Background: an optimization exercise with open tools, aiming at small area and a short achievable clock period. Do not read the settings as production practice.
Where RTL was checked, it was by simulation tests only, not by an equivalence proof against the original.
For runs 1 and 2, only the layout was checked, not whether the RTL still works.
Power and IR drop assume default switching activity.

File: design.v
module seq_mem_4port
#(
  parameter WIDTH = 32,
  parameter SIZE = 32,
  parameter IDX_SIZE = 5
) (
  input  wire logic                clk,
  input  wire logic                reset,
  input  wire logic [IDX_SIZE-1:0] port0_addr,
  input  wire logic [IDX_SIZE-1:0] port1_addr,
  input  wire logic [IDX_SIZE-1:0] port2_addr,
  input  wire logic [IDX_SIZE-1:0] port3_addr,
  input  wire logic                port0_en,
  input  wire logic                port1_en,
  input  wire logic                port2_en,
  input  wire logic                port3_en,
  output      logic                port0_done,
  output      logic                port1_done,
  output      logic                port2_done,
  output      logic                port3_done,
  output      logic [ WIDTH-1:0] port0_read_data,
  output      logic [ WIDTH-1:0] port1_read_data,
  output      logic [ WIDTH-1:0] port2_read_data,
  output      logic [ WIDTH-1:0] port3_read_data,
  input  wire logic [ WIDTH-1:0] port0_write_data,
  input  wire logic [ WIDTH-1:0] port1_write_data,
  input  wire logic [ WIDTH-1:0] port2_write_data,
  input  wire logic [ WIDTH-1:0] port3_write_data,
  input  wire logic              port0_we,
  input  wire logic              port1_we,
  input  wire logic              port2_we,
  input  wire logic              port3_we
);
  logic [WIDTH-1:0] mem[SIZE-1:0];
  logic [IDX_SIZE-1:0] in_addr[0:3];
  logic                in_en[0:3];
  logic                in_we[0:3];
  logic [WIDTH-1:0]    in_wd[0:3];
  logic                done[0:3];
  logic [WIDTH-1:0]    read_out[0:3];
  assign in_addr[0] = port0_addr;
  assign in_addr[1] = port1_addr;
  assign in_addr[2] = port2_addr;
  assign in_addr[3] = port3_addr;
  assign in_en[0]   = port0_en;
  assign in_en[1]   = port1_en;
  assign in_en[2]   = port2_en;
  assign in_en[3]   = port3_en;
  assign in_we[0]   = port0_we;
  assign in_we[1]   = port1_we;
  assign in_we[2]   = port2_we;
  assign in_we[3]   = port3_we;
  assign in_wd[0]   = port0_write_data;
  assign in_wd[1]   = port1_write_data;
  assign in_wd[2]   = port2_write_data;
  assign in_wd[3]   = port3_write_data;
  assign port0_done      = done[0];
  assign port1_done      = done[1];
  assign port2_done      = done[2];
  assign port3_done      = done[3];
  assign port0_read_data = read_out[0];
  assign port1_read_data = read_out[1];
  assign port2_read_data = read_out[2];
  assign port3_read_data = read_out[3];
  logic [IDX_SIZE-1:0] s1_addr[0:3], s2_addr[0:3], s3_addr[0:3], s4_addr[0:3];
  logic                s1_rd[0:3],   s2_rd[0:3],   s3_rd[0:3],   s4_rd[0:3];
  logic                s1_wr[0:3],   s2_wr[0:3],   s3_wr[0:3],   s4_wr[0:3];
  logic [WIDTH-1:0]    s1_data[0:3], s2_data[0:3], s3_data[0:3], s4_data[0:3];
  logic [3:0] rst_hist;
  logic       clear_out;
  assign clear_out = reset | (|rst_hist);
  always_ff @(posedge clk) begin
    rst_hist <= {rst_hist[2:0], reset};
  end
  logic [SIZE-1:0]  rsel[0:3];
  logic [WIDTH-1:0] in_data[0:3];
  always_comb begin
    for (int p = 0; p < 4; p = p + 1) begin
      for (int w = 0; w < SIZE; w = w + 1)
        rsel[p][w] = ~in_we[p] & (in_addr[p] == w);
      in_data[p] = {WIDTH{in_we[p]}} & in_wd[p];
      for (int w = 0; w < SIZE; w = w + 1)
        in_data[p] = in_data[p] | ({WIDTH{rsel[p][w]}} & mem[w]);
    end
  end
  logic s3_keep[0:3];
  always_comb begin
    for (int p = 0; p < 4; p = p + 1) begin
      s3_keep[p] = s3_wr[p];
      for (int q = 0; q < 4; q = q + 1)
        if (q > p && s3_wr[q] && s3_addr[q] == s3_addr[p])
          s3_keep[p] = 1'b0;
    end
  end
  always_ff @(posedge clk) begin
    for (int p = 0; p < 4; p = p + 1) begin
      s1_addr[p] <= in_addr[p];
      s1_data[p] <= in_data[p];
      s1_rd[p]   <= in_en[p] & ~in_we[p];
      s1_wr[p]   <= in_en[p] & in_we[p] & ~reset;
      s2_addr[p] <= s1_addr[p];
      s2_rd[p]   <= s1_rd[p];
      s2_wr[p]   <= s1_wr[p];
      s2_data[p] <= s1_data[p];
      s3_addr[p] <= s2_addr[p];
      s3_rd[p]   <= s2_rd[p];
      s3_wr[p]   <= s2_wr[p];
      s3_data[p] <= s2_data[p];
      s4_addr[p] <= s3_addr[p];
      s4_rd[p]   <= s3_rd[p] | (s3_wr[p] & ~s3_keep[p]);
      s4_wr[p]   <= s3_wr[p];
      s4_data[p] <= s3_data[p];
      done[p]    <= in_en[p] & ~reset;
    end
  end
  always_ff @(posedge clk) begin
    for (int p = 0; p < 4; p = p + 1) begin
      read_out[p] <= ({WIDTH{~clear_out & s4_rd[p] & ~s4_wr[p]}} & s4_data[p])
                   | ({WIDTH{~clear_out & ~s4_rd[p] & ~s4_wr[p]}} & read_out[p]);
    end
  end
  logic [3:0] whit[0:SIZE-1];
  always_comb begin
    for (int w = 0; w < SIZE; w = w + 1)
      for (int p = 0; p < 4; p = p + 1)
        whit[w][p] = s4_wr[p] & ~s4_rd[p] & (s4_addr[p] == w);
  end
  always_ff @(posedge clk) begin
    for (int w = 0; w < SIZE; w = w + 1)
      mem[w] <= ({WIDTH{whit[w][0]}} & s4_data[0])
              | ({WIDTH{whit[w][1]}} & s4_data[1])
              | ({WIDTH{whit[w][2]}} & s4_data[2])
              | ({WIDTH{whit[w][3]}} & s4_data[3])
              | ({WIDTH{~|whit[w]}} & mem[w]);
  end
endmodule
File: config.mk
export PLATFORM = sky130hd
export DESIGN_NAME = seq_mem_4port
export DESIGN_NICKNAME = seq_mem_4port
export VERILOG_FILES = /design/flow/design.v
export SDC_FILE = /design/flow/constraint.sdc
export NUM_CORES = 4
export LEC_CHECK = 0
export CAP_MARGIN = 20
export CORE_MARGIN = 2
export CORE_UTILIZATION = 50
export SETUP_SLACK_MARGIN = 1.6
export SLEW_MARGIN = 20
File: run.sh
#!/bin/bash
# synth_recipe.tcl (not shown) runs the flow's synth.tcl, then flattens the netlist and writes it again
# the make line also repeats each setting of config.mk as NAME=value (left out here)
make -C /OpenROAD-flow-scripts/flow DESIGN_CONFIG=/design/flow/config.mk WORK_HOME=/design/flow/orfs CLKGATE_MAP_FILE= SYNTH_SCRIPT=/design/flow/synth_recipe.tcl finish
File: constraint.sdc
create_clock -name core_clock -period 4.0 [get_ports {clk}]
set_input_delay 0.8000 -clock core_clock [delete_from_list [all_inputs] [get_ports {clk}]]
set_output_delay 0.8000 -clock core_clock [all_outputs]
set_load 0.01 [all_outputs]
==> run_results.csv, run 1 <==
group,metric,value,unit
run_status,outcome,"stopped before the end",
run_status,stop_stage,"global routing",
run_status,firstError,"[ERROR GRT-0116] Global routing finished with congestion. Check the congestion regions in the DRC Viewer.",
synthesis,synth-edff-count,0,
synthesis,yosys_warnings,28,
synthesis,yosysSeqAreaShare,37.6,%
floorplanning,die_x,440,um
synthesis,synthArstFlopShare,0,%
synthesis,syn_nets,11700,
placed_design,placed_cell_area,109000,um2
clock_tree,cts.sinks,1784,
floorplanning,num_rows,159,
synthesis,synth-seq-cells,1784,
global_routing,grt_pass1_vias,146000,
placed_design,dp_hpwl,611000,um
clock_tree,htreeDepth,4,
floorplanning,start_util,50.4,%
global_routing,overflow,10700,
synthesis,synth_cell_types,71,
synthesis,synth_cells,11500,
global_routing,grt_max_degree,38,
synthesis,synth.cell_area,94900,um2
clock_tree,cts_buffer_depth,3,
placed_design,portBuffers,289,
floorplanning,die-height,440,um
global_routing,grtUsageTotal,102,%
placed_design,dp_slack,47.6,ps
clock_tree,hold_buffers,0,
clock_tree,cts_buffers,187,
floorplanning,io_pins,290,
synthesis,synthFlopType,"dfxtp_1",
placed_design,gp_routability_congestion,1.44,
clock_tree,cts_root_buffer,"clkbuf_16",
global_routing,grt_pass1_wl,1400000,um
synthesis,synth_area_per_cell,8.24,um2
## power by group through the flow
| stage | logic, mW | clock network (mW) | registers [mW] |
|---|---|---|---|
| 3_3_place_gp | 5.12 | 0 | 24.2 |
| 2_1_floorplan | 3.39 | 0 | 21.4 |
| 3_5_place_dp | 5.25 | 0 | 24.1 |
| 4_1_cts | 5.41 | 19.3 | 23.8 |
## how the worst max path moves through the flow
| stage | from | end | slack [ps] | depth (start not counted) |
|---|---|---|---|---|
| floorplan | port0_addr[2] | s1_data[0][21]$_DFF_P_ | 1470 | 9 |
| global placement | port0_addr[2] | s1_data[0][25]$_DFF_P_ | 10 | 8 |
| detailed placement | port0_addr[2] | s1_data[0][25]$_DFF_P_ | 50 | 8 |
| CTS | s4_wr[3]$_DFF_P_ | mem[14][18]$_DFF_P_ | 1470 | 8 |
## per-layer routing
layer / track usage (%) / GRT overflow
met3: 97.6 / 1543
met4: 102 / 2062
met5: 88.5 / 227
met2: 110 / 5045
met1: 99.8 / 1782
## synth_stat cells (10+ instances only)
master     number  area (um2)
o2bb2ai_1      23         201
nor3_1        180         901
mux2i_1        99         991
nor4bb_1       14         140
a22o_1        193        1690
nor2_1         85         319
a32oi_1        47         412
a221oi_1       22         193
or4_1         120         901
or2_2          13        81.3
and3_1        616        3850
a2111oi_0     197        1730
buf_1         131         492
nor4b_1        16         140
nand3_1      1314        6580
a22oi_1      3371       25300
nand2_1      1084        4070
xor2_1         24         210
nor4_1         63         394
clkbuf_1     1316        4940
a222oi_1       34         340
nand4_1       260        1630
nor2b_1        25         156
and2_1         49         307
buf_2         120         601
a21oi_1        51         255
mux2_2         56         631
nand2b_1       30         188
dfxtp_1      1784       35700
nand3b_1       13        97.6
a2bb2oi_1      10        87.6
buf_4          15         113
## through the flow
| stage | hold slack [ps] | std cells |
|---|---|---|
| after floorplan | 310 | 11500 |
| after detailed placement | 312 | 13700 |
| after global placement | 310 | 13700 |
| after CTS | 218 | 14200 |
## cells by family after synthesis
group,share of synthesized area (%)
compound gates,32.2
simple gates,21.5
flops,37.6
buf+inv,6.61
mux,1.76
xor+xnor,0.277
## timing repair
item                       4_1_cts
pin swaps                       39
resized for setup              467
gates cloned                    11
setup buffers                  109
setup endpoints to repair     1242
==> run 2, diff against run 1 <==
--- a/config.mk
+++ b/config.mk
@@ -7,6 +7,6 @@
 export LEC_CHECK = 0
 export CAP_MARGIN = 20
 export CORE_MARGIN = 2
-export CORE_UTILIZATION = 50
+export CORE_UTILIZATION = 35
 export SETUP_SLACK_MARGIN = 1.6
 export SLEW_MARGIN = 20
==> run 2 against run 1 <==
- the run again fails in global routing
- synthesized cell count is the same
- synthesized area did not move
==> run_results.csv, run 2 <==
group,metric,value,unit
synthesis,yosys-top-cells-count,"a22oi_1 (3371), dfxtp_1 (1784), clkbuf_1 (1316), nand3_1 (1314), nand2_1 (1084)",
clock_tree,cts_root_buffer,"clkbuf_16",
global_routing,grt_pass1_vias,146000,
clock_tree,cts_buffers,211,
global_routing,overflow,390,
global_routing,grtUsageTotal,87.1,%
synthesis,synthArstFlopShare,0,%
run_status,stop_stage,"global routing",
synthesis,yosys_warnings,28,
synthesis,synthFlopType,"dfxtp_1",
synthesis,synth_area_leaders,"dfxtp_1 (38%), a22oi_1 (27%), nand3_1 (6.9%), clkbuf_1 (5.2%), nand2_1 (4.3%)",
floorplanning,die_x,525,um
floorplanning,num_rows,191,
placed_design,gp_routability_congestion,1.31,
clock_tree,cts_buffer_depth,4,
synthesis,synth_cells,11500,
global_routing,grt_pass1_wl,1640000,um
global_routing,grt_max_degree,34,
clock_tree,cts.sinks,1784,
synthesis,synth_cell_types,71,
synthesis,netlist.area_leader.share,37.6,%
clock_tree,hold_buffers,0,
synthesis,synth_area_per_cell,8.24,um2
placed_design,dp_hpwl,743000,um
synthesis,synth.cell_area,94900,um2
synthesis,synth-edff-count,0,
placed_design,place_inst,14900,
synthesis,synth-seq-cells,1784,
clock_tree,htreeDepth,4,
run_status,firstError,"[ERROR GRT-0116] Global routing finished with congestion. Check the congestion regions in the DRC Viewer.",
run_status,outcome,"stopped before the end",
synthesis,syn_nets,11700,
placed_design,dp_slack,-83.7,ps
floorplanning,start_util,35.1,%
floorplanning,die-height,525,um
synthesis,synth.most_common_cell,"a22oi_1",
floorplanning,io_pins,290,
placed_design,portBuffers,289,
synthesis,yosys.area.top_type,"dfxtp_1",
synthesis,yosysSeqAreaShare,37.6,%
-- run 2: cell counts after synthesis --
No cell type changed its count.
-- run 2: logic make-up after synthesis --
family	count (synthesis)	synth area share, %
simple gates	3955	21.5
flops	1784	37.6
mux	157	1.76
xor+xnor	30	0.277
compound gates	3991	32.2
buf+inv	1601	6.61
-- run 2: worst max-delay path by stage --
stage                           from                     end  slack (ps)  depth (start not counted)
CTS                 s4_wr[3]$_DFF_P_      mem[3][10]$_DFF_P_        1420                          6
detailed placement     port0_addr[1]  s1_data[0][13]$_DFF_P_         -80                          9
global placement       port0_addr[1]  s1_data[0][13]$_DFF_P_        -250                          8
floorplan              port0_addr[2]  s1_data[0][21]$_DFF_P_        1470                          9
-- run 2: power groups by stage --
| stage | Sequential [mW] | Clock [mW] | Combinational (mW) |
|---|---|---|---|
| 2_1_floorplan | 21.4 | 0 | 3.39 |
| 3_3_place_gp | 24.9 | 0 | 5.67 |
| 3_5_place_dp | 24.8 | 0 | 5.70 |
| 4_1_cts | 24.4 | 21.0 | 5.91 |
-- run 2: per-stage QoR --
step,hold slack [ps],area (um2),utilization [%]
floorplan,310,100000,-
global placement,310,114000,42.1
detailed placement,312,114000,42.2
CTS,113,124000,46.1
-- run 2: per-layer routing --
metal  GRT usage [%]  GRT overflow
met1            89.7            36
met2            92.9           168
met3            81.9            43
met4            80.3           137
met5            68.7             6
-- run 2: repair_timing --
item | 4_1_cts
gates resized for setup | 546
endpoints found under the setup margin | 1284
gates cloned | 18
pin swaps | 27
setup buffers | 119
==> run 3, diff against run 2 <==
--- a/design.v
+++ b/design.v
@@ -62,7 +62,8 @@
   assign port1_read_data = read_out[1];
   assign port2_read_data = read_out[2];
   assign port3_read_data = read_out[3];
-  logic [IDX_SIZE-1:0] s1_addr[0:3], s2_addr[0:3], s3_addr[0:3], s4_addr[0:3];
+  logic [IDX_SIZE-1:0] s1_addr[0:3], s2_addr[0:3], s3_addr[0:3];
+  logic [SIZE-1:0]     s4_hit[0:3];
   logic                s1_rd[0:3],   s2_rd[0:3],   s3_rd[0:3],   s4_rd[0:3];
   logic                s1_wr[0:3],   s2_wr[0:3],   s3_wr[0:3],   s4_wr[0:3];
   logic [WIDTH-1:0]    s1_data[0:3], s2_data[0:3], s3_data[0:3], s4_data[0:3];
@@ -106,8 +107,9 @@
       s3_rd[p]   <= s2_rd[p];
       s3_wr[p]   <= s2_wr[p];
       s3_data[p] <= s2_data[p];
-      s4_addr[p] <= s3_addr[p];
-      s4_rd[p]   <= s3_rd[p] | (s3_wr[p] & ~s3_keep[p]);
+      for (int w = 0; w < SIZE; w = w + 1)
+        s4_hit[p][w] <= s3_keep[p] & (s3_addr[p] == w);
+      s4_rd[p]   <= s3_rd[p];
       s4_wr[p]   <= s3_wr[p];
       s4_data[p] <= s3_data[p];
       done[p]    <= in_en[p] & ~reset;
@@ -115,7 +117,7 @@
   end
   always_ff @(posedge clk) begin
     for (int p = 0; p < 4; p = p + 1) begin
-      read_out[p] <= ({WIDTH{~clear_out & s4_rd[p] & ~s4_wr[p]}} & s4_data[p])
+      read_out[p] <= ({WIDTH{~clear_out & s4_rd[p]}} & s4_data[p])
                    | ({WIDTH{~clear_out & ~s4_rd[p] & ~s4_wr[p]}} & read_out[p]);
     end
   end
@@ -123,7 +125,7 @@
   always_comb begin
     for (int w = 0; w < SIZE; w = w + 1)
       for (int p = 0; p < 4; p = p + 1)
-        whit[w][p] = s4_wr[p] & ~s4_rd[p] & (s4_addr[p] == w);
+        whit[w][p] = s4_hit[p][w];
   end
   always_ff @(posedge clk) begin
     for (int w = 0; w < SIZE; w = w + 1)
--- a/config.mk
+++ b/config.mk
@@ -7,6 +7,8 @@
 export LEC_CHECK = 0
 export CAP_MARGIN = 20
 export CORE_MARGIN = 2
-export CORE_UTILIZATION = 35
-export SETUP_SLACK_MARGIN = 1.6
+export CORE_UTILIZATION = 30
+export CTS_CLUSTER_DIAMETER = 150
+export CTS_CLUSTER_SIZE = 30
+export SETUP_SLACK_MARGIN = 1.8
 export SLEW_MARGIN = 20
==> run 3 against run 2 <==
- the run again fails in global routing
- synthesized cell count grew 2.3%
- synthesized area grew 3.3%
==> run_results.csv, run 3 <==
group,metric,value,unit
run_status,outcome,"stopped before the end",
run_status,stop_stage,"global routing",
run_status,firstError,"[ERROR GRT-0232] Routing congestion too high. Check the congestion heatmap in the GUI.",
global_routing,grt_max_degree,43,
synthesis,yosys-top-cells-count,"a22oi_1 (3381), dfxtp_1 (1892), clkbuf_1 (1489), nand3_1 (1295), nand2_1 (1097)",
floorplanning,num_rows,209,
clock_tree,cts_buffer_depth,4,
placed_design,portBuffers,289,
clock_tree,htreeDepth,3,
floorplanning,io_pins,290,
clock_tree,cts_buffers,84,
synthesis,synth-edff-count,0,
floorplanning,die_x,576,um
floorplanning,die-height,576,um
synthesis,synth.most_common_cell,"a22oi_1",
synthesis,yosysSeqAreaShare,38.6,%
clock_tree,cts_root_buffer,"clkbuf_16",
synthesis,synthFlopType,"dfxtp_1",
synthesis,netlist.area_leader.share,38.6,%
synthesis,synth.cell_area,98000,um2
synthesis,synthArstFlopShare,0,%
synthesis,synth_cell_types,81,
synthesis,yosys.area.top_type,"dfxtp_1",
clock_tree,cts.sinks,1892,
clock_tree,hold_buffers,0,
synthesis,synth_cells,11800,
floorplanning,start_util,30.2,%
synthesis,yosys_warnings,28,
synthesis,syn_nets,11900,
placed_design,dp_hpwl,916000,um
global_routing,overflow,1,
placed_design,gp_routability_congestion,1.22,
global_routing,grtUsageTotal,79.1,%
synthesis,synth-seq-cells,1892,
synthesis,synth_area_leaders,"dfxtp_1 (39%), a22oi_1 (26%), nand3_1 (6.6%), clkbuf_1 (5.7%), nand2_1 (4.2%)",
synthesis,synth_area_per_cell,8.32,um2
## run 3: changes by cell type after synthesis, moves of 33 or more
cell / previous run / this run
clkbuf_1: 1316 / 1489
nor2_1: 85 / 223
dfxtp_1: 1784 / 1892
nor3_1: 180 / 74
buf_1: 131 / 35
and3_1: 616 / 534
a2111oi_0: 197 / 149
buf_2: 120 / 153
## run 3: per-layer routing
metal / track usage (%) / overflow
met4: 75.1 / 0
met2: 88.4 / 1
met3: 70.6 / 0
met5: 50.5 / 0
met1: 80.7 / 0
## run 3: logic make-up after synthesis
family,count (synthesis),share of synthesized area (%)
compound gates,4035,31.6
flops,1892,38.6
mux,193,2.08
simple gates,3920,20.4
xor+xnor,30,0.268
buf+inv,1717,6.94
## run 3: repair_timing
action,CTS
buffers inserted,98
setup endpoints to repair,369
gates cloned,1
pin swaps,31
gates resized for setup,980
## run 3: how the worst max path moves through the flow
| stage | from | end | slack [ps] | cells after the start |
|---|---|---|---|---|
| after floorplan | port3_addr[2] | s1_data[3][25]$_DFF_P_ | 1400 | 8 |
| after global placement | port1_addr[0] | s1_data[1][30]$_DFF_P_ | -260 | 7 |
| after detailed placement | port3_addr[2] | s1_data[3][22]$_DFF_P_ | -40 | 9 |
| after CTS | port0_addr[3] | s1_data[0][26]$_DFF_P_ | 1720 | 10 |
## run 3: power groups by stage
stage | registers (mW) | clock network, mW | logic (mW)
after floorplan | 23.1 | 0 | 3.98
after global placement | 27.1 | 0 | 7.61
after detailed placement | 26.9 | 0 | 7.64
after CTS | 26.5 | 11.4 | 7.79
## run 3: stage by stage
stage	setup slack, ps	utilization (%)	instance area, um2	instances	power [mW]
4_1_cts	1720	37.3	121000	16100	45.7
3_5_place_dp	-38.4	36.0	117000	15900	34.6
3_3_place_gp	-263	35.9	117000	15900	34.7
2_1_floorplan	1400	-	103000	11800	27.0
==> run 4, diff against run 3 <==
==> flow/run.sh (new file) <==
#!/bin/bash
# The standard layout, with one change in synthesis: the combinational logic
# is mapped with flow/area.abc instead of ORFS's speed script (flow/abc_proc.tcl
# swaps the script in ABC's arguments). Registers are mapped as in the
# standard synthesis. Each step's full output is in orfs/logs; standard.sh's
# own output is in standard.log.
set -euo pipefail
here=$(pwd)
export AREA_ABC_SCRIPT=$here/flow/area.abc
{ head -n 1 synth_recipe.tcl; cat flow/abc_proc.tcl; tail -n +2 synth_recipe.tcl; } > area_synth.tcl
bash standard.sh SYNTH_SCRIPT=$here/area_synth.tcl > standard.log 2>&1
==> flow/abc_proc.tcl (new file) <==
# Map the logic with flow/area.abc (area-recovering mapping) in place of
# ORFS's speed script, and without a222oi_1, which has no stronger size;
# everything else in the synthesis is the standard flow's own.
proc abc {args} {
  set i [lsearch -exact $args -script]
  if {$i >= 0} { lset args [expr {$i + 1}] $::env(AREA_ABC_SCRIPT) }
  yosys abc {*}$args -dont_use sky130_fd_sc_hd__a222oi_1
}
==> flow/area.abc (new file) <==
&get -n
&st
&syn2
&dch -f
&nf -R 1000
&put
==> standard.sh (new file) <==
#!/bin/bash
# synth_recipe.tcl (not shown) runs the flow's synth.tcl, then flattens the netlist and writes it again
# the make line also repeats each setting of config.mk as NAME=value (left out here)
make -C /OpenROAD-flow-scripts/flow DESIGN_CONFIG=/design/flow/config.mk WORK_HOME=/design/flow/orfs CLKGATE_MAP_FILE= SYNTH_SCRIPT=/design/flow/synth_recipe.tcl "${@:-finish}"
--- a/config.mk
+++ b/config.mk
@@ -7,8 +7,9 @@
 export LEC_CHECK = 0
 export CAP_MARGIN = 20
 export CORE_MARGIN = 2
-export CORE_UTILIZATION = 30
-export CTS_CLUSTER_DIAMETER = 150
-export CTS_CLUSTER_SIZE = 30
+export CORE_UTILIZATION = 22
+export CTS_CLUSTER_DIAMETER = 100
+export CTS_CLUSTER_SIZE = 20
+export PLACE_DENSITY = 0.45
 export SETUP_SLACK_MARGIN = 1.8
 export SLEW_MARGIN = 20
removed: run.sh
==> run 4 against run 3 <==
- the run now finishes clean
- synthesized cell count fell by 20%
- synthesized area fell by 12%
==> run_results.csv, run 4 <==
group,metric,value,unit
run_status,outcome,"no timing/DRC/antenna violations",
synthesis,yosys-top-cells-count,"a22oi_1 (3070), dfxtp_1 (1892), nand2_1 (1259), nand3_1 (1239), a22o_1 (642)",
min_path,min-delay-path-class,"in2reg",
setup_path,critPathRequiredTime,4540,ps
routing,firstDrtPassIters,13,
global_routing,grt_pass1_wl,1040000,um
global_routing,grt_pass1_vias,105000,
setup_path,critPathLaunchType,"input pin",
sta,fin_skew,65.2,ps
clock_tree,clk_pin_slew_worst_paths,90,ps
global_routing,grtUsageTotal,38.5,%
sta,finalSetupViolCount,0,
layout,layout.cells.non_filler,16600,
placed_design,dp_hpwl,564000,um
synthesis,synth-seq-cells,1892,
sta,fin_crit_sh,67.3,%
layout,fin_nets,11500,
layout,drive_above_1_share,24.4,%
setup_path,cp-end-kind,"flip-flop",
synthesis,yosysSeqAreaShare,43.8,%
floorplanning,io_pins,290,
power,total_leakage_power,43.9,nW
synthesis,synthFlopType,"dfxtp_1",
clock_tree,worstSkewPairLatency,940,ps
setup_path,rrSetupSlack,1530,ps
floorplanning,die_x,631,um
synthesis,syn_nets,9641,
placed_design,portBuffers,289,
floorplanning,dieArea,398000,um2
power,ir_drop,302,uV
layout,largest_register,"mem",
placed_design,dp_slack,-720,ps
synthesis,synth-edff-count,0,
routing,drc,0,
sta,hold_ws,32.2,ps
layout,final_common_cell,"a22oi_1",
setup_path,arrival,3230,ps
setup_path,cp_max_fo,32,
sta,hold_viol,0,
synthesis,synth_cell_types,26,
sta,finalMaxSlewViolations,0,
synthesis,synth.cell_area,86400,um2
routing,ant_nets,0,
sta,slew_headroom,11.7,%
synthesis,yosys.area.top_type,"dfxtp_1",
setup_path,cp-startpoint,"port0_addr[4]",
power,total_power,47.3,mW
floorplanning,start_util,22.1,%
placed_design,place_inst,16100,
routing,drt_iter0_drc,22900,
clock_tree,htreeDepth,4,
routing,via_per_inst,6.87,
clock_tree,cts_buffer_depth,4,
floorplanning,num_rows,230,
layout,syn2layout_area_growth,38.5,%
synthesis,synthArstFlopShare,0,%
flow_run,drv_cap,0,
sta,rsz0062_at_grt,"true",
synthesis,synth_cells,9483,
routing,drt_wl_total,807000,um
sta,setup-tns-final,0,ps
setup_path,criticalPathCategory,"in2reg",
floorplanning,die-height,631,um
synthesis,synth_area_leaders,"dfxtp_1 (44%), a22oi_1 (27%), nand3_1 (7.2%), a22o_1 (6.5%), nand2_1 (5.5%)",
global_routing,antenna_found_initial,58,
synthesis,synth_area_per_cell,9.12,um2
synthesis,synth.most_common_cell,"a22oi_1",
layout,design_area,120000,um2
power,powerDensity,395,nW/um2
sta,tightest_slew,1320,ps
sta,fin_crit,2690,ps
placed_design,gp_routability_congestion,1.05,
clock_tree,cts_tree,"yes",
synthesis,yosys_warnings,28,
layout,largest_reg_flops,1024,
routing,num_vias,114000,
floorplanning,core,392000,um2
sta,finalWorstSetupSlack,1310,ps
global_routing,grt_max_degree,35,
placed_design,placed_cell_area,108000,um2
layout,fin_util,30.5,%
layout,final_cell_mix,"a22oi_1 (3031), dfxtp_1 (1547), nand2_1 (1227), nand3_1 (1137), buf_4 (1080)",
clock_tree,cts_root_buffer,"clkbuf_16",
synthesis,netlist.area_leader.share,43.8,%
setup_path,reg2reg_from,"mem[15][12]$_DFF_P_",
routing,routedWlPerCell,48.5,um
min_path,hold_start,"port1_addr[3]",
global_routing,overflow,0,
clock_tree,cts_buffers,134,
clock_tree,cts.sinks,1892,
sta,max_freq,0.372,GHz
==> run 4: cell count changes after synthesis, sizes merged, moves of 219 or more <==
cell | before | now
a221oi | 22 | 449
buf | 219 | 0
and3 | 539 | 8
clkbuf | 1489 | 0
a22oi | 3381 | 3070
a22o | 211 | 642
==> run 4: layer usage <==
layer  track usage, %  vias up  wire length [um]
met2             54.2    10700            320000
met1             47.8    57300            305000
met4             25.3       42             68000
li1                 -    43500                 -
met5             1.33        -              1670
met3             15.6     2626            113000
==> run 4: logic make-up (layout without fill, tap and decap cells) <==
group,count (synthesis),after routing,synth area share [%]
flip-flops,1892,1892,43.8
AO/OA/AOI/OAI,4229,4229,38.1
AND/OR/NAND/NOR,3331,3343,17.8
buffers and inverters,1,1901,0.00434
XOR/XNOR,30,30,0.304
other,0,26,0
==> run 4: critical path, cell delays in order <==
cell and delay, ps:
buf_6 100, buf_12 130, nor2b_4 140, nand2_2 110, buf_12 130, nor2_4 40, buf_12 180, a221oi_4 370
nand3_4 210, nor3_4 300, nand4_1 640
==> run 4: final timing paths <==
kind,end,depth (start not counted)
min,s1_addr[1][3]$_DFF_P_,1
min reg2reg,s3_data[0][19]$_DFF_P_,0
max,s1_data[0][12]$_DFF_P_,11
max reg2reg,s1_data[0][12]$_DFF_P_,5
==> run 4: power by group <==
part / total [mW] / internal (mW) / switching, mW / leakage [nW]
logic: 5.93 / 1.81 / 4.12 / 26.1
clock network: 15.3 / 6.82 / 8.46 / 2.03
registers: 26.1 / 21.1 / 5.02 / 15.7
==> run 4: area by class of cell <==
type | instances | area, um2
multi-input combinational | 7602 | 53900
sequential | 1892 | 38400
tap | 5220 | 6530
fill | 41000 | 272000
clock buffer | 151 | 3570
clock inverter | 49 | 598
antenna | 26 | 65.1
inverter | 1 | 3.75
timing repair buffer | 1700 | 16600
==> run 4: repair_timing <==
action	CTS	global route
endpoints found under the setup margin	300	212
pin swaps	178	223
gates cloned	14	4
gates resized for setup	1336	357
hold buffers	1	0
buffers inserted	216	97
endpoints found under the hold margin	1	0
==> run 5, diff against run 4 <==
==> flow/run.sh (replaced) <==
#!/bin/bash
# The standard layout, with the memory array's flip-flops placed in a regular
# grid before global placement (flow/preplace.tcl) and released after it
# (flow/unfix.tcl). Each step's full output is in orfs/logs; standard.sh's
# own output is in standard.log.
set -euo pipefail
here=$(pwd)
export ARRAY_PITCH_X=${ARRAY_PITCH_X:-12.5}
export ARRAY_PITCH_Y=${ARRAY_PITCH_Y:-12.5}
export PRE_GLOBAL_PLACE_SKIP_IO_TCL=$here/flow/preplace.tcl
export PRE_GLOBAL_PLACE_TCL=$here/flow/preplace_check.tcl
export POST_GLOBAL_PLACE_TCL=$here/flow/unfix.tcl
bash standard.sh > standard.log 2>&1
==> flow/preplace.tcl (new file) <==
# Place the memory array's flip-flops in a regular grid (bit b in column b,
# word w in row w) at the centre of the core and fix them for global
# placement; unfix.tcl releases them afterwards.
set block [ord::get_db_block]
set pitch_x $::env(ARRAY_PITCH_X)
set pitch_y $::env(ARRAY_PITCH_Y)
set dbu [$block getDbUnitsPerMicron]
set core [$block getCoreArea]
set cx [expr {([$core xMin] + [$core xMax]) / 2}]
set cy [expr {([$core yMin] + [$core yMax]) / 2}]
set px [expr {round($pitch_x * $dbu)}]
set py [expr {round($pitch_y * $dbu)}]
set x0 [expr {$cx - 16 * $px}]
set y0 [expr {$cy - 16 * $py}]

# rows by their y origin
set rows {}
foreach row [$block getRows] {
  set o [$row getOrigin]
  lappend rows [list [lindex $o 1] [lindex $o 0] $row]
}
set rows [lsort -integer -index 0 $rows]
set row_h [[[lindex [lindex $rows 0] 2] getSite] getHeight]
set site_w [[[lindex [lindex $rows 0] 2] getSite] getWidth]
set ry0 [lindex [lindex $rows 0] 0]

# occupied x intervals per row index, from the cells already placed (tap cells)
array set occ {}
foreach inst [$block getInsts] {
  if {![$inst isPlaced]} continue
  set bb [$inst getBBox]
  set r [expr {([$bb yMin] - $ry0) / $row_h}]
  lappend occ($r) [list [$bb xMin] [$bb xMax]]
}

proc free_at {r x w} {
  upvar occ occ
  if {![info exists occ($r)]} { return 1 }
  foreach iv $occ($r) {
    if {$x < [lindex $iv 1] && $x + $w > [lindex $iv 0]} { return 0 }
  }
  return 1
}

set n 0
foreach inst [$block getInsts] {
  set name [$inst getName]
  if {![regexp {^mem\\?\[(\d+)\\?\]\\?\[(\d+)\\?\]} $name -> w b]} continue
  set master [$inst getMaster]
  set w_dbu [$master getWidth]
  set tx [expr {$x0 + $b * $px}]
  set ty [expr {$y0 + $w * $py}]
  set r [expr {int(round(double($ty - $ry0) / $row_h))}]
  set rowrec [lindex $rows $r]
  set rx0 [lindex $rowrec 1]
  set x [expr {$rx0 + (($tx - $rx0) / $site_w) * $site_w}]
  while {![free_at $r $x $w_dbu]} { set x [expr {$x + $site_w}] }
  lappend occ($r) [list $x [expr {$x + $w_dbu}]]
  $inst setOrient [[lindex $rowrec 2] getOrient]
  $inst setLocation $x [lindex $rowrec 0]
  $inst setPlacementStatus FIRM
  incr n
}
puts "preplace: fixed $n memory flip-flops in a 32 x 32 grid, pitch $pitch_x x $pitch_y um"
==> flow/preplace_check.tcl (new file) <==
# Report how many instances are held in place for global placement.
set n 0
foreach inst [[ord::get_db_block] getInsts] {
  if {[$inst getPlacementStatus] == "FIRM"} { incr n }
}
puts "preplace_check: $n instances held in place"
==> flow/unfix.tcl (new file) <==
# Release the memory flip-flops that preplace.tcl fixed.
set n 0
foreach inst [[ord::get_db_block] getInsts] {
  if {[$inst getPlacementStatus] == "FIRM"} {
    $inst setPlacementStatus PLACED
    incr n
  }
}
puts "unfix: released $n instances"
==> config.mk (replaced) <==
export PLATFORM = sky130hd
export DESIGN_NAME = seq_mem_4port
export DESIGN_NICKNAME = seq_mem_4port
export VERILOG_FILES = /design/flow/design.v
export SDC_FILE = /design/flow/constraint.sdc
export NUM_CORES = 4
export LEC_CHECK = 0
export CAP_MARGIN = 20
export CORE_MARGIN = 2
export CORE_UTILIZATION = 40
export CTS_CLUSTER_DIAMETER = 150
export CTS_CLUSTER_SIZE = 30
export SETUP_SLACK_MARGIN = 1.6
export SLEW_MARGIN = 20
removed: flow/abc_proc.tcl
removed: flow/area.abc
==> run 5 against run 4 <==
- the flow now stops in global routing
- synthesized cell count grew 24%
- synthesized area up 13%
==> run_results.csv, run 5 <==
group,metric,value,unit
run_status,outcome,"stopped before the end",
run_status,stop_stage,"global routing",
run_status,firstError,"[ERROR GRT-0116] Global routing finished with congestion. Check the congestion regions in the DRC Viewer.",
synthesis,synth-edff-count,0,
synthesis,synthArstFlopShare,0,%
placed_design,dp_slack,-28.5,ps
floorplanning,die_x,499,um
global_routing,grt_pass1_vias,144000,
global_routing,grt_pass1_wl,1660000,um
floorplanning,die-height,499,um
floorplanning,io_pins,290,
synthesis,yosys-top-cells-count,"a22oi_1 (3381), dfxtp_1 (1892), clkbuf_1 (1489), nand3_1 (1295), nand2_1 (1097)",
synthesis,synth_area_leaders,"dfxtp_1 (39%), a22oi_1 (26%), nand3_1 (6.6%), clkbuf_1 (5.7%), nand2_1 (4.2%)",
synthesis,yosysSeqAreaShare,38.6,%
clock_tree,cts.sinks,1892,
clock_tree,hold_buffers,0,
global_routing,overflow,16800,
synthesis,syn_nets,11900,
placed_design,portBuffers,289,
global_routing,grt_max_degree,38,
synthesis,synth_cell_types,81,
synthesis,synth_cells,11800,
synthesis,yosys_warnings,28,
synthesis,synthFlopType,"dfxtp_1",
floorplanning,num_rows,181,
floorplanning,start_util,40.3,%
clock_tree,cts_buffer_depth,3,
placed_design,place_inst,14800,
synthesis,synth_area_per_cell,8.32,um2
placed_design,dp_hpwl,813000,um
clock_tree,htreeDepth,3,
synthesis,netlist.area_leader.share,38.6,%
synthesis,synth.cell_area,98000,um2
clock_tree,cts_buffers,74,
synthesis,synth.most_common_cell,"a22oi_1",
synthesis,yosys.area.top_type,"dfxtp_1",
synthesis,synth-seq-cells,1892,
clock_tree,cts_root_buffer,"clkbuf_16",
global_routing,grtUsageTotal,96.0,%
## run 5: logic make-up after synthesis
group	after synthesis	synth area share (%)
AO/OA/AOI/OAI	4035	31.6
AND/OR/NAND/NOR	3920	20.4
flip-flops	1892	38.6
XOR/XNOR	30	0.268
buffers and inverters	1717	6.94
multiplexers	193	2.08
## run 5: metal layers
layer | overflow | track usage (%)
met1 | 681 | 91.8
met2 | 12000 | 117
met3 | 619 | 80.4
met4 | 3408 | 95.6
met5 | 62 | 61.9
## run 5: worst max-delay path by stage
| stage | startpoint | endpoint | depth (start not counted) |
|---|---|---|---|
| after floorplan | port3_addr[2] | s1_data[3][25]$_DFF_P_ | 8 |
| after global placement | port3_we | s1_data[3][7]$_DFF_P_ | 7 |
| after detailed placement | port2_addr[0] | s1_data[2][18]$_DFF_P_ | 10 |
| after CTS | port3_addr[0] | s1_data[3][14]$_DFF_P_ | 9 |
## run 5: per-stage QoR
stage | cell area, um2 | hold slack (ps) | util (%)
2_1_floorplan | 102000 | 310 | -
3_3_place_gp | 113000 | 310 | 46.4
3_5_place_dp | 113000 | 312 | 46.4
4_1_cts | 117000 | 176 | 47.9
## run 5: power by group through the flow
stage	Clock, mW	Combinational, mW	Sequential [mW]
3_5_place_dp	0	8.13	29.2
3_3_place_gp	0	8.15	29.4
2_1_floorplan	0	3.95	23.1
4_1_cts	10.5	8.29	28.7
## run 5: repair_timing
| action | in CTS |
|---|---|
| endpoints found under the setup margin | 277 |
| gates resized for setup | 323 |
| gates cloned | 12 |
| buffers inserted | 80 |
| pin swaps | 29 |
==> run 6, diff against run 5 <==
--- a/flow/run.sh
+++ b/flow/run.sh
@@ -5,8 +5,8 @@
 # own output is in standard.log.
 set -euo pipefail
 here=$(pwd)
-export ARRAY_PITCH_X=${ARRAY_PITCH_X:-12.5}
-export ARRAY_PITCH_Y=${ARRAY_PITCH_Y:-12.5}
+export ARRAY_PITCH_X=${ARRAY_PITCH_X:-15}
+export ARRAY_PITCH_Y=${ARRAY_PITCH_Y:-15}
 export PRE_GLOBAL_PLACE_SKIP_IO_TCL=$here/flow/preplace.tcl
 export PRE_GLOBAL_PLACE_TCL=$here/flow/preplace_check.tcl
 export POST_GLOBAL_PLACE_TCL=$here/flow/unfix.tcl
--- a/config.mk
+++ b/config.mk
@@ -7,8 +7,9 @@
 export LEC_CHECK = 0
 export CAP_MARGIN = 20
 export CORE_MARGIN = 2
-export CORE_UTILIZATION = 40
+export CORE_UTILIZATION = 25
 export CTS_CLUSTER_DIAMETER = 150
 export CTS_CLUSTER_SIZE = 30
-export SETUP_SLACK_MARGIN = 1.6
+export PLACE_DENSITY = 0.5
+export SETUP_SLACK_MARGIN = 1.8
 export SLEW_MARGIN = 20
==> run 6 against run 5 <==
- synthesized area did not move
- synthesized cell count did not move
- the flow again stops in global routing
==> run_results.csv, run 6 <==
group,metric,value,unit
run_status,stop_stage,"global routing",
synthesis,synth_cells,11800,
run_status,firstError,"[ERROR GRT-0116] Global routing finished with congestion. Check the congestion regions in the DRC Viewer.",
global_routing,grtUsageTotal,80.0,%
synthesis,synth_area_per_cell,8.32,um2
run_status,outcome,"stopped before the end",
clock_tree,htreeDepth,3,
synthesis,yosys_warnings,28,
floorplanning,io_pins,290,
global_routing,overflow,8786,
synthesis,netlist.area_leader.share,38.6,%
clock_tree,cts_buffer_depth,4,
synthesis,syn_nets,11900,
clock_tree,cts.sinks,1892,
synthesis,synth_cell_types,81,
placed_design,dp_hpwl,1020000,um
synthesis,synth.most_common_cell,"a22oi_1",
global_routing,grt_pass1_wl,2190000,um
synthesis,yosys.area.top_type,"dfxtp_1",
floorplanning,num_rows,229,
synthesis,synthArstFlopShare,0,%
global_routing,grt_max_degree,34,
synthesis,synth-edff-count,0,
synthesis,synth_area_leaders,"dfxtp_1 (39%), a22oi_1 (26%), nand3_1 (6.6%), clkbuf_1 (5.7%), nand2_1 (4.2%)",
floorplanning,die-height,630,um
placed_design,portBuffers,289,
floorplanning,die_x,630,um
global_routing,grt_pass1_vias,165000,
synthesis,synth-seq-cells,1892,
clock_tree,cts_root_buffer,"clkbuf_16",
floorplanning,start_util,25.2,%
clock_tree,cts_buffers,82,
placed_design,placed_cell_area,119000,um2
synthesis,synthFlopType,"dfxtp_1",
synthesis,yosysSeqAreaShare,38.6,%
synthesis,yosys-top-cells-count,"a22oi_1 (3381), dfxtp_1 (1892), clkbuf_1 (1489), nand3_1 (1295), nand2_1 (1097)",
synthesis,synth.cell_area,98000,um2
[run 6: cell counts after synthesis]
No cell type changed its count.
[run 6: per-layer routing]
layer | global-route usage [%] | GRT overflow
met1 | 83.0 | 250
met2 | 91.6 | 5691
met3 | 67.4 | 347
met4 | 75.8 | 2467
met5 | 44.5 | 31
[run 6: how the worst max path moves through the flow]
stage	from	to	slack (ps)	depth (start not counted)
2_1_floorplan	port3_addr[2]	s1_data[3][25]$_DFF_P_	1400	8
3_3_place_gp	port1_we	s1_data[1][9]$_DFF_P_	-20	8
3_5_place_dp	port3_we	s1_data[3][22]$_DFF_P_	-60	10
4_1_cts	mem[2][22]$_DFF_P_	s1_data[3][22]$_DFF_P_	1670	7
[run 6: logic make-up after synthesis]
family | share of synthesized area [%]
AOI/OAI and AO/OA | 31.6
muxes | 2.08
and+or+nand+nor | 20.4
DFF | 38.6
buffers and inverters | 6.94
xor gates and xnor gates | 0.268
[run 6: power by group through the flow]
stage / Clock (mW) / Sequential [mW] / Combinational (mW)
after floorplan: 0 / 23.1 / 3.98
after global placement: 0 / 30.4 / 11.0
after detailed placement: 0 / 30.1 / 10.8
after CTS: 11.9 / 29.8 / 11.2
[run 6: what timing repair did]
item                                    CTS
hold buffers                              1
gates cloned                             16
pin swaps                                92
resized for setup                      1261
setup endpoints to repair               421
endpoints found under the hold margin     1
buffers inserted                        227
[run 6: stage by stage]
step | utilization, % | std cells | hold WS (ps) | power [mW] | setup WS [ps]
2_1_floorplan | - | 11800 | 310 | 27.0 | 1400
3_3_place_gp | 30.5 | 17000 | 310 | 41.5 | -21.7
3_5_place_dp | 30.5 | 17000 | 312 | 40.9 | -58.2
4_1_cts | 32.3 | 17300 | 42.8 | 52.9 | 1670

-- re-timing with driven ports --
The flow's constraints put no driver on any port. The routed layout listed below was extracted and timed again, unchanged, in two steps. Step 1: set_driving_cell puts a clkbuf_16 on clk and a buf_2 on each other input, an assumption about the parent block. Step 2 adds t to the input delays and takes it off the output delays; t is the mean of the earliest and latest rising clock arrival at the registers after step 1. Input paths then give back, and output paths get back, about the clock's delay inside the block. Slacks: ideal ports / drivers / drivers and shift; pairs: ideal ports / drivers.
run: run 4
t, ns: 1.016
slack for setup (ns): 1.309 / 1.377 / 0.362
worst hold slack (ns): 0.032 / -0.022 / 0.318
latest minus earliest clock arrival (ns): 0.068 / 0.069
pins driven straight from the clock port: 1
After both steps setup and hold are still met in run 4. The setup slack of run 4 moves by +0.068 ns with the drivers and by -0.947 ns with both steps.
